From an optimization exercise on the open Yosys and OpenROAD flow, aimed at small area; shortcuts taken in it are not production practice. Function was checked by simulation only, so behaviour that the tests miss may differ from the original. Power and IR drop assume default switching activity.

==> flow/design.v (excerpt) <==
module game2048 (
    btnS, btnL, btnR, btnU, btnD, clk, RsRx, sw,      
    AN, SEG, RsTx                                    
);
input       btnS, btnL, btnR, btnU, btnD, clk, RsRx;
input [1:0] sw;
output [3:0] AN;
output [6:0] SEG;
output      RsTx;
reg [1:0] arst_ff;
always @(posedge clk or posedge btnS)
    if (btnS) arst_ff <= 2'b11;
    else      arst_ff <= {1'b0, arst_ff[1]};
wire rst = arst_ff[0];
wire        pU, pD, pL, pR, tick, scan;
wire [63:0] bd;
wire        bd_rot;
wire [3:0]  mx;
wire        s_merge, s_output;
g2048_timers timers (
    .clk(clk), .rst(rst), .btnU(btnU), .btnD(btnD), .btnL(btnL), .btnR(btnR),
    .pU(pU), .pD(pD), .pL(pL), .pR(pR), .tick(tick), .scan(scan));
g2048_board board (
    .clk(clk), .rst(rst), .pU(pU), .pD(pD), .pL(pL), .pR(pR), .tick(tick), .sw0(sw[0]),
    .bd(bd), .bd_rot(bd_rot), .mx(mx), .s_merge(s_merge), .s_output(s_output));
g2048_display display (
    .clk(clk), .rst(rst), .scan(scan), .mx(mx), .AN(AN), .SEG(SEG));
g2048_frames frames (
    .clk(clk), .rst(rst), .bd(bd), .bd_rot(bd_rot), .s_merge(s_merge), .s_output(s_output),
    .tx(RsTx));
endmodule
clock: 10.0 ns
lec_check: 0
abc_area: 1
cap_margin: 10
core_margin: 2
core_utilization: 55
cts_buf_list: sky130_fd_sc_hd__clkbuf_8
cts_cluster_diameter: 80
cts_cluster_size: 12
gpl_timing_driven: 0
slew_margin: 10
standard.sh (not shown) runs the stock make flow with config.mk's settings and CLKGATE_MAP_FILE= SYNTH_SCRIPT=/design/flow/synth_recipe.tcl, a recipe that flattens the netlist after the stock synthesis.
==> flow/flow/run.sh <==
#!/bin/bash
# Own layout flow: the standard flow (standard.sh) with these changes:
#  - synthesis: the technology mapping (Yosys's abc pass) uses an area-oriented ABC script
#    (flow/area.abc) instead of ORFS's, and there are no adder cells (ADDER_MAP_FILE empty)
#    and no Kogge-Stone carry map (SYNTH_OPERATIONS_ARGS), so that abc maps adders as plain
#    logic.  Flip-flop mapping, flattening and register naming are the standard synthesis's
#    (synth_recipe.tcl).
#  - placement: the ports are buffered with the smallest buffer (BUFFER_PORTS_ARGS).
#  - clock tree: config.mk's buffer and clustering settings, without dummy loads (CTS_ARGS).
# Each step's full log is in orfs/logs/; make's output is in flow_make.log.
set -euo pipefail
W=$PWD
cat > "$W/synth_area.tcl" <<EOT
proc abc {args} {
  set i [lsearch -exact \$args -script]
  if {\$i >= 0} { set args [lreplace \$args [expr {\$i + 1}] [expr {\$i + 1}] {$W/flow/area.abc}] }
  puts "abc (area script): \$args"
  yosys abc {*}\$args
}
source {$W/synth_recipe.tcl}
EOT
EXTRA="SYNTH_SCRIPT=$W/synth_area.tcl ADDER_MAP_FILE= SYNTH_OPERATIONS_ARGS=-nofsm"
EXTRA="$EXTRA BUFFER_PORTS_ARGS='-buffer_cell sky130_fd_sc_hd__buf_1'"
EXTRA="$EXTRA CTS_ARGS='-sink_clustering_enable -repair_clock_nets -sink_clustering_size 12"
EXTRA="$EXTRA -sink_clustering_max_diameter 80 -buf_list sky130_fd_sc_hd__clkbuf_8 -dont_use_dummy_load'"
sed -e "s|SYNTH_SCRIPT=[^ ]*|$EXTRA|" standard.sh > "$W/standard_area.sh"
grep -q "SYNTH_SCRIPT=$W/synth_area.tcl" "$W/standard_area.sh"
bash "$W/standard_area.sh" finish > "$W/flow_make.log" 2>&1
test -s "$W/out/final.def"
==> flow/flow/area.abc <==
strash
&get -n
&deepsyn -T 60
&put
&get -n
&dch -f
&nf -a -R 1000 -F 20 -A 20
&put
Edit:
==> flow/flow/run.sh (replaced) <==
#!/bin/bash
# Own layout flow: the standard flow (standard.sh) with one change to synthesis: the
# technology mapping (Yosys's abc pass) uses an area-oriented ABC script (flow/area.abc)
# instead of ORFS's.  Everything else, including flip-flop mapping, flattening and register
# naming, is the standard synthesis (synth_recipe.tcl).
set -euo pipefail
W=$PWD
cat > "$W/synth_area.tcl" <<EOT
proc abc {args} {
  set i [lsearch -exact \$args -script]
  if {\$i >= 0} { set args [lreplace \$args [expr {\$i + 1}] [expr {\$i + 1}] {$W/flow/area.abc}] }
  puts "abc (area script): \$args"
  yosys abc {*}\$args
}
source {$W/synth_recipe.tcl}
EOT
sed "s|SYNTH_SCRIPT=[^ ]*|SYNTH_SCRIPT=$W/synth_area.tcl|" standard.sh > "$W/standard_area.sh"
grep -q "SYNTH_SCRIPT=$W/synth_area.tcl" "$W/standard_area.sh"
bash "$W/standard_area.sh" finish > "$W/flow_make.log" 2>&1
test -s "$W/out/final.def"
--- a/flow/config.mk
+++ b/flow/config.mk
@@ -10,3 +10,3 @@
 export CORE_MARGIN = 2
-export CORE_UTILIZATION = 55
+export CORE_UTILIZATION = 65
 export CTS_BUF_LIST = sky130_fd_sc_hd__clkbuf_8
Result:
- worst setup slack degrades by 0.0060 ns
- die area fell by 8.6%
- sequential share of layout area fell by 3.0 points
- routed wire length fell by 0.57%
- design area rose by 7.7%
Edit:
==> flow/flow/run.sh (replaced) <==
#!/bin/bash
# Own layout flow: the standard flow (standard.sh), with these changes to synthesis only:
#  - the technology mapping (Yosys's abc pass) uses an area-oriented ABC script
#    (flow/area.abc) instead of ORFS's;
#  - no adder cells (ADDER_MAP_FILE empty) and no Kogge-Stone carry map
#    (SYNTH_OPERATIONS_ARGS), so that abc maps adders as plain logic;
# and the ports are buffered with the smallest buffer (BUFFER_PORTS_ARGS).
# Flip-flop mapping, flattening and register naming are the standard synthesis's
# (synth_recipe.tcl).  Each step's full log is in orfs/logs/; make's output is in flow_make.log.
set -euo pipefail
W=$PWD
cat > "$W/synth_area.tcl" <<EOT
proc abc {args} {
  set i [lsearch -exact \$args -script]
  if {\$i >= 0} { set args [lreplace \$args [expr {\$i + 1}] [expr {\$i + 1}] {$W/flow/area.abc}] }
  puts "abc (area script): \$args"
  yosys abc {*}\$args
}
source {$W/synth_recipe.tcl}
EOT
EXTRA="SYNTH_SCRIPT=$W/synth_area.tcl ADDER_MAP_FILE= SYNTH_OPERATIONS_ARGS=-nofsm"
EXTRA="$EXTRA BUFFER_PORTS_ARGS='-buffer_cell sky130_fd_sc_hd__buf_1'"
sed -e "s|SYNTH_SCRIPT=[^ ]*|$EXTRA|" standard.sh > "$W/standard_area.sh"
grep -q "SYNTH_SCRIPT=$W/synth_area.tcl" "$W/standard_area.sh"
bash "$W/standard_area.sh" finish > "$W/flow_make.log" 2>&1
test -s "$W/out/final.def"
--- a/flow/config.mk
+++ b/flow/config.mk
@@ -10,3 +10,3 @@
 export CORE_MARGIN = 2
-export CORE_UTILIZATION = 65
+export CORE_UTILIZATION = 55
 export CTS_BUF_LIST = sky130_fd_sc_hd__clkbuf_8
- utilization drops by 11 points
- wire length is higher by 0.30%
- clock power came out lower by about 0.6%
- sequential power is about the same
- die area climbs by 9.4%
- area after synthesis falls by 7.2%
- via count shrinks by 6.5%
- first-iteration DRC count falls by 29%
- clock skew came out higher by 0.015 ns
Edit:
==> flow/flow/run.sh (replaced) <==
#!/bin/bash
# Own layout flow: the standard flow (standard.sh) with one change to synthesis: the
# technology mapping (Yosys's abc pass) uses an area-oriented ABC script (flow/area.abc)
# instead of ORFS's.  Everything else, including flip-flop mapping, flattening and register
# naming, is the standard synthesis (synth_recipe.tcl).
set -euo pipefail
W=$PWD
cat > "$W/synth_area.tcl" <<EOT
proc abc {args} {
  set i [lsearch -exact \$args -script]
  if {\$i >= 0} { set args [lreplace \$args [expr {\$i + 1}] [expr {\$i + 1}] {$W/flow/area.abc}] }
  puts "abc (area script): \$args"
  yosys abc {*}\$args
}
source {$W/synth_recipe.tcl}
EOT
sed -e "s|SYNTH_SCRIPT=[^ ]*|SYNTH_SCRIPT=$W/synth_area.tcl BUFFER_PORTS_ARGS='-buffer_cell sky130_fd_sc_hd__buf_1'|" \
    standard.sh > "$W/standard_area.sh"
grep -q "SYNTH_SCRIPT=$W/synth_area.tcl" "$W/standard_area.sh"
bash "$W/standard_area.sh" finish > "$W/flow_make.log" 2>&1
test -s "$W/out/final.def"
--- a/flow/config.mk
+++ b/flow/config.mk
@@ -10,3 +10,3 @@
 export CORE_MARGIN = 2
-export CORE_UTILIZATION = 55
+export CORE_UTILIZATION = 65
 export CTS_BUF_LIST = sky130_fd_sc_hd__clkbuf_8
Fmax went up by a few percent.
Clock power went up slightly.
Setup slack improved by 0.39 ns.
Final cell count went up by a few percent.

==> what the ideal ports hide <==
In the flow no input, the clock included, has a driving cell. The finished layouts below were timed again as built, in two steps. Step 1 (the two cells are an assumption about what drives the block):
set clk [get_ports {clk}]
set_driving_cell -lib_cell sky130_fd_sc_hd__clkbuf_16 $clk
set_driving_cell -lib_cell sky130_fd_sc_hd__buf_2 [delete_from_list [all_inputs] $clk]
Step 2 adds t to the input delays and takes it off the output delays; t is the mean of the earliest and latest rising clock arrival at the registers after step 1. Input paths then give back, and output paths get back, about the clock's delay inside the block. a / b / c = ideal / step 1 / step 2; a / b = the first two.
run | t (ns) | setup slack, ns | clock arrival spread, ns | slew at the worst register clock pin (ns) | cell pins on the clock port's net
the first run | 0.625 | 0.463 / 0.414 / 1.038 | 0.089 / 0.089 | 0.10 / 0.10 | 1
the second run | 0.643 | 0.457 / 0.410 / 0.976 | 0.044 / 0.045 | 0.10 / 0.10 | 1
the third run | 0.643 | 0.523 / 0.476 / 1.119 | 0.057 / 0.056 | 0.11 / 0.11 | 1
the fourth run | 0.634 | 0.910 / 0.863 / 1.116 | 0.039 / 0.038 | 0.10 / 0.10 | 1
After both steps every run listed still meets setup and hold.
